This design comes from an exercise in tuning for a short achievable clock period and few clock cycles on the open sky130 flow, not from production work.
Function was checked by simulation only, so behaviour that the tests miss may differ from the original.
Power figures rest on the tool's default switching activity, not on a simulated workload.

==> flow/design.v (excerpt) <==
module toplevel(
    input  wire clk,
    input  wire rst,
    output wire [7:0] imem_addr,
    input  wire [7:0] imem_data,
    output wire [7:0] dmem_addr,
    output wire [7:0] dmem_wdata,
    output wire       dmem_we,
    input  wire [7:0] dmem_rdata
);
    reg [7:0] fpc;
    reg [7:0] r0, r1, r2, r3, r4, r5, r6, r7;
    reg [7:0] op_a, op_b;               
    reg [7:0] st_data, st_addr;         
    reg       e_arith, e_sub, e_and, e_or, e_xor, e_load, e_store;
    reg [7:0] e_we;                     
    reg [7:0] w_res;
    reg [7:0] w_we;                     
    wire [7:0] sum   = op_a + op_b;
    wire [7:0] diff  = op_a - op_b;
    wire [7:0] other = ({8{e_and}}  & (op_a & op_b))
                     | ({8{e_or}}   & (op_a | op_b))
                     | ({8{e_xor}}  & (op_a ^ op_b))
                     | ({8{e_load}} & dmem_rdata);
    wire [7:0] res   = ({8{e_arith & ~e_sub}} & sum) | ({8{e_sub}} & diff) | other;
    assign dmem_addr  = st_addr;
    assign dmem_wdata = st_data;
    assign dmem_we    = e_store;
    wire [7:0] q0 = w_we[0] ? w_res : r0;
  ...
==> flow/config.mk <==
export PLATFORM = sky130hd
export DESIGN_NAME = toplevel
export DESIGN_NICKNAME = toplevel
export VERILOG_FILES = /design/flow/design.v
export SDC_FILE = /design/flow/constraint.sdc
export NUM_CORES = 4
export LEC_CHECK = 0
export CAP_MARGIN = 20
export CORE_MARGIN = 2
export CORE_UTILIZATION = 65
export SETUP_SLACK_MARGIN = 3.5
export SLEW_MARGIN = 20
==> flow/constraint.sdc <==
create_clock -name core_clock -period 5.0 [get_ports {clk}]
set_input_delay 1.0000 -clock core_clock [delete_from_list [all_inputs] [get_ports {clk}]]
set_output_delay 1.0000 -clock core_clock [all_outputs]
set_load 0.01 [all_outputs]
standard.sh (not shown) runs the stock make flow with config.mk's settings and CLKGATE_MAP_FILE= SYNTH_SCRIPT=/design/flow/synth_recipe.tcl, a recipe that flattens the netlist after the stock synthesis.
==> flow/flow/run.sh <==
#!/bin/bash
# Standard ORFS layout with two changes: the port buffers are inserted as buf_4
# cells instead of the resizer's default choice (a slow delay buffer), and
# synthesis leaves adders to ABC instead of mapping them to full-adder cells.
set -euo pipefail
bash standard.sh "ADDER_MAP_FILE=" "BUFFER_PORTS_ARGS=-buffer_cell sky130_fd_sc_hd__buf_4" finish > standard.log 2>&1
The baseline did not get past global routing with DPL-0038.
Testbench counts at the start, summed over its fixed seeds: cycles 49,571.
Then changed:
Settings changed: CORE_UTILIZATION 65 to 40, PLACE_DENSITY set to 0.7.
Effect: This time the run completed without violations; area after synthesis is unchanged; synthesized cell count does not change.
Then changed:
Settings changed: CTS_CLUSTER_DIAMETER set to 150, CTS_CLUSTER_SIZE set to 60, PLACE_DENSITY 0.7 to unset, SETUP_SLACK_MARGIN 3.5 to 4.0.
Register-to-register slack is better by 0.02 ns.
Non-clock buffer count climbs by 49.
Design area increases by roughly a tenth.
Then changed:
Settings changed: CTS_CLUSTER_DIAMETER 150 to unset, CTS_CLUSTER_SIZE 60 to unset, SETUP_SLACK_MARGIN 4.0 to 5.0.
Outcome:
- non-clock buffer count came out higher by 59
- routed wire length came out higher by 16%
- first-iteration DRC count climbs by 1.8%
- synthesized cell count does not change
- maximum frequency hardly moves
- register-to-register slack barely changes
- die area stays the same
- clock power is about the same
- design area rises by 11%
- hold slack gets better by 0.025 ns

* * *

Setup of run A:
The RTL this note starts from:
==> flow/design.v <==
module toplevel(
    input  wire clk,
    input  wire rst,
    output wire [7:0] imem_addr,
    input  wire [7:0] imem_data,
    output wire [7:0] dmem_addr,
    output wire [7:0] dmem_wdata,
    output wire       dmem_we,
    input  wire [7:0] dmem_rdata
);
    reg [7:0] fpc;
    reg [7:0] r0, r1, r2, r3, r4, r5, r6, r7;
    reg [7:0] op_a, op_b;               
    reg [7:0] st_data, st_addr;         
    reg       e_arith, e_sub, e_and, e_or, e_xor, e_load, e_store;
    reg [7:0] e_we;                     
    reg [7:0] w_res;
    reg [7:0] w_we;                     
    wire [7:0] sum   = op_a + op_b;
    wire [7:0] diff  = op_a - op_b;
    wire [7:0] other = ({8{e_and}}  & (op_a & op_b))
                     | ({8{e_or}}   & (op_a | op_b))
                     | ({8{e_xor}}  & (op_a ^ op_b))
                     | ({8{e_load}} & dmem_rdata);
    wire [7:0] res   = ({8{e_arith & ~e_sub}} & sum) | ({8{e_sub}} & diff) | other;
    assign dmem_addr  = st_addr;
    assign dmem_wdata = st_data;
    assign dmem_we    = e_store;
    wire [7:0] q0 = w_we[0] ? w_res : r0;
    wire [7:0] q1 = w_we[1] ? w_res : r1;
    wire [7:0] q2 = w_we[2] ? w_res : r2;
    wire [7:0] q3 = w_we[3] ? w_res : r3;
    wire [7:0] q4 = w_we[4] ? w_res : r4;
    wire [7:0] q5 = w_we[5] ? w_res : r5;
    wire [7:0] q6 = w_we[6] ? w_res : r6;
    wire [7:0] q7 = w_we[7] ? w_res : r7;
    always @(posedge clk or posedge rst) begin
        if (rst) begin
            r0 <= 8'd0; r1 <= 8'd0; r2 <= 8'd0; r3 <= 8'd0;
            r4 <= 8'd0; r5 <= 8'd0; r6 <= 8'd0; r7 <= 8'd0;
        end else begin
            r0 <= q0; r1 <= q1; r2 <= q2; r3 <= q3;
            r4 <= q4; r5 <= q5; r6 <= q6; r7 <= q7;
        end
    end
    wire [7:0] ins = imem_data;
    wire [2:0] f_op = ins[7:5];
    wire [2:0] f_rd = ins[4:2];
    wire [1:0] f_rs = ins[1:0];
    reg [7:0] rd_val, rs_val;
    reg       hit_a, hit_b;
    always @(*) begin
        case (f_rd)
            3'd0: rd_val = q0;
            3'd1: rd_val = q1;
            3'd2: rd_val = q2;
            3'd3: rd_val = q3;
            3'd4: rd_val = q4;
            3'd5: rd_val = q5;
            3'd6: rd_val = q6;
            default: rd_val = q7;
        endcase
        case (f_rs)
            2'd0: rs_val = q0;
            2'd1: rs_val = q1;
            2'd2: rs_val = q2;
            default: rs_val = q3;
        endcase
        hit_a = e_we[f_rd];
        hit_b = e_we[{1'b0, f_rs}];
    end
    wire f_jmp   = (f_op == 3'b111);
    wire f_store = (f_op == 3'b110);
    wire f_sub   = (f_op == 3'b001);
    wire f_wr    = ~f_jmp & ~f_store;
    wire [7:0] a_next = hit_a ? res : rd_val;
    wire [7:0] b_next = hit_b ? res : rs_val;
    always @(posedge clk or posedge rst) begin
        if (rst) begin
            fpc <= 8'd0;
        end else if (f_jmp) begin
            if (!hit_b) fpc <= rs_val;
        end else begin
            fpc <= fpc + 8'd1;
        end
    end
    assign imem_addr = fpc;
    always @(posedge clk) begin
        op_a    <= a_next;
        op_b    <= b_next;
        st_data <= a_next;
        st_addr <= b_next;
        w_res   <= res;
    end
    always @(posedge clk or posedge rst) begin
        if (rst) begin
            e_arith <= 1'b0; e_sub <= 1'b0; e_and <= 1'b0; e_or <= 1'b0;
            e_xor <= 1'b0; e_load <= 1'b0; e_store <= 1'b0;
            e_we <= 8'd0; w_we <= 8'd0;
        end else begin
            e_arith <= (f_op == 3'b000) | f_sub;
            e_sub   <= f_sub;
            e_and   <= (f_op == 3'b010);
            e_or    <= (f_op == 3'b011);
            e_xor   <= (f_op == 3'b100);
            e_load  <= (f_op == 3'b101);
            e_store <= f_store;
            e_we    <= f_wr ? (8'd1 << f_rd) : 8'd0;
            w_we    <= e_we;
        end
    end
endmodule
==> flow/config.mk <==
export PLATFORM = sky130hd
export DESIGN_NAME = toplevel
export DESIGN_NICKNAME = toplevel
export VERILOG_FILES = /design/flow/design.v
export SDC_FILE = /design/flow/constraint.sdc
export NUM_CORES = 4
export LEC_CHECK = 0
export CAP_MARGIN = 20
export CORE_MARGIN = 2
export CORE_UTILIZATION = 40
export SETUP_SLACK_MARGIN = 4.5
export SLEW_MARGIN = 20
==> flow/constraint.sdc <==
create_clock -name core_clock -period 5.0 [get_ports {clk}]
set_input_delay 1.0000 -clock core_clock [delete_from_list [all_inputs] [get_ports {clk}]]
set_output_delay 1.0000 -clock core_clock [all_outputs]
set_load 0.01 [all_outputs]
Scripts as last shown in full above: flow/flow/run.sh
The flow did not stop early for run A: all stages ran, and the layout cleared the timing, design-rule and antenna checks.
Testbench counts of run A, summed over its fixed seeds: cycles 49,571.
Relative to run A, the following input files were edited for run B:
- changing SETUP_SLACK_MARGIN from 4.5 to 3.5
Findings:
Of run B and run A, it is run B that has the lower total of plain and repair buffers excluding clock buffers. A cell with the largest stage delay on the worst path of sky130_fd_sc_hd__a221oi_4 is what run A shows, while sky130_fd_sc_hd__mux4_2 belongs to run B. Run A → run B: half-perimeter wire length after detailed placement lower, transition time of the tightest slew-check pin up 0.032 ns.
--- input diff run B..run C ---
- CORE_UTILIZATION: 40 -> 55
Notes after the runs:
- Looking at the reports, run B completed the entire flow and the layout it produced met the timing, design-rule and antenna checks.
- Run C did not stop at any stage, and its layout met the timing, design-rule and antenna checks.
- Run C against run B: net switching power shows an increase of 210 uW, register-to-register slack fell 0.13 ns.
- Compared with run B, run C shows clock network fraction of total power lower by 3.8 points.
- Note that the total placed cells including tap cells recorded for run B amounts to 1.07 times the value seen in run C.

afterwards: timing with drivers on the ports:
The flow's constraints put no driver on any port. The routed layouts listed below were extracted and timed again, unchanged, in two steps. Step 1 sets driving cells, clkbuf_16 on the clock port and buf_2 on the other inputs (assumed; they add their load-dependent delay and slew). Step 2 also shifts input and output timing later by t, the mid clock arrival at the registers, as if the neighbouring blocks saw the same clock. Three values: ideal ports, drivers, drivers and shift; two values: the first two.
run	t, ns	setup WS [ns]	hold WS [ns]	worst setup path after step 2
the second run of note 1	0.449	3.000 / 2.925 / 2.476	0.403 / 0.403 / 0.403	input to register
the third run of note 1	0.458	3.016 / 2.912 / 2.455	0.373 / 0.373 / 0.373	input to register
the fourth run of note 1	0.458	3.012 / 2.880 / 2.423	0.398 / 0.398 / 0.398	input to register
run A	0.458	3.012 / 2.880 / 2.423	0.398 / 0.398 / 0.398	input to register
run B	0.448	2.977 / 2.891 / 2.443	0.369 / 0.369 / 0.369	input to register
run C	0.554	2.885 / 2.850 / 2.477	0.378 / 0.378 / 0.378	input to register
After both steps setup and hold are still met in every run listed.
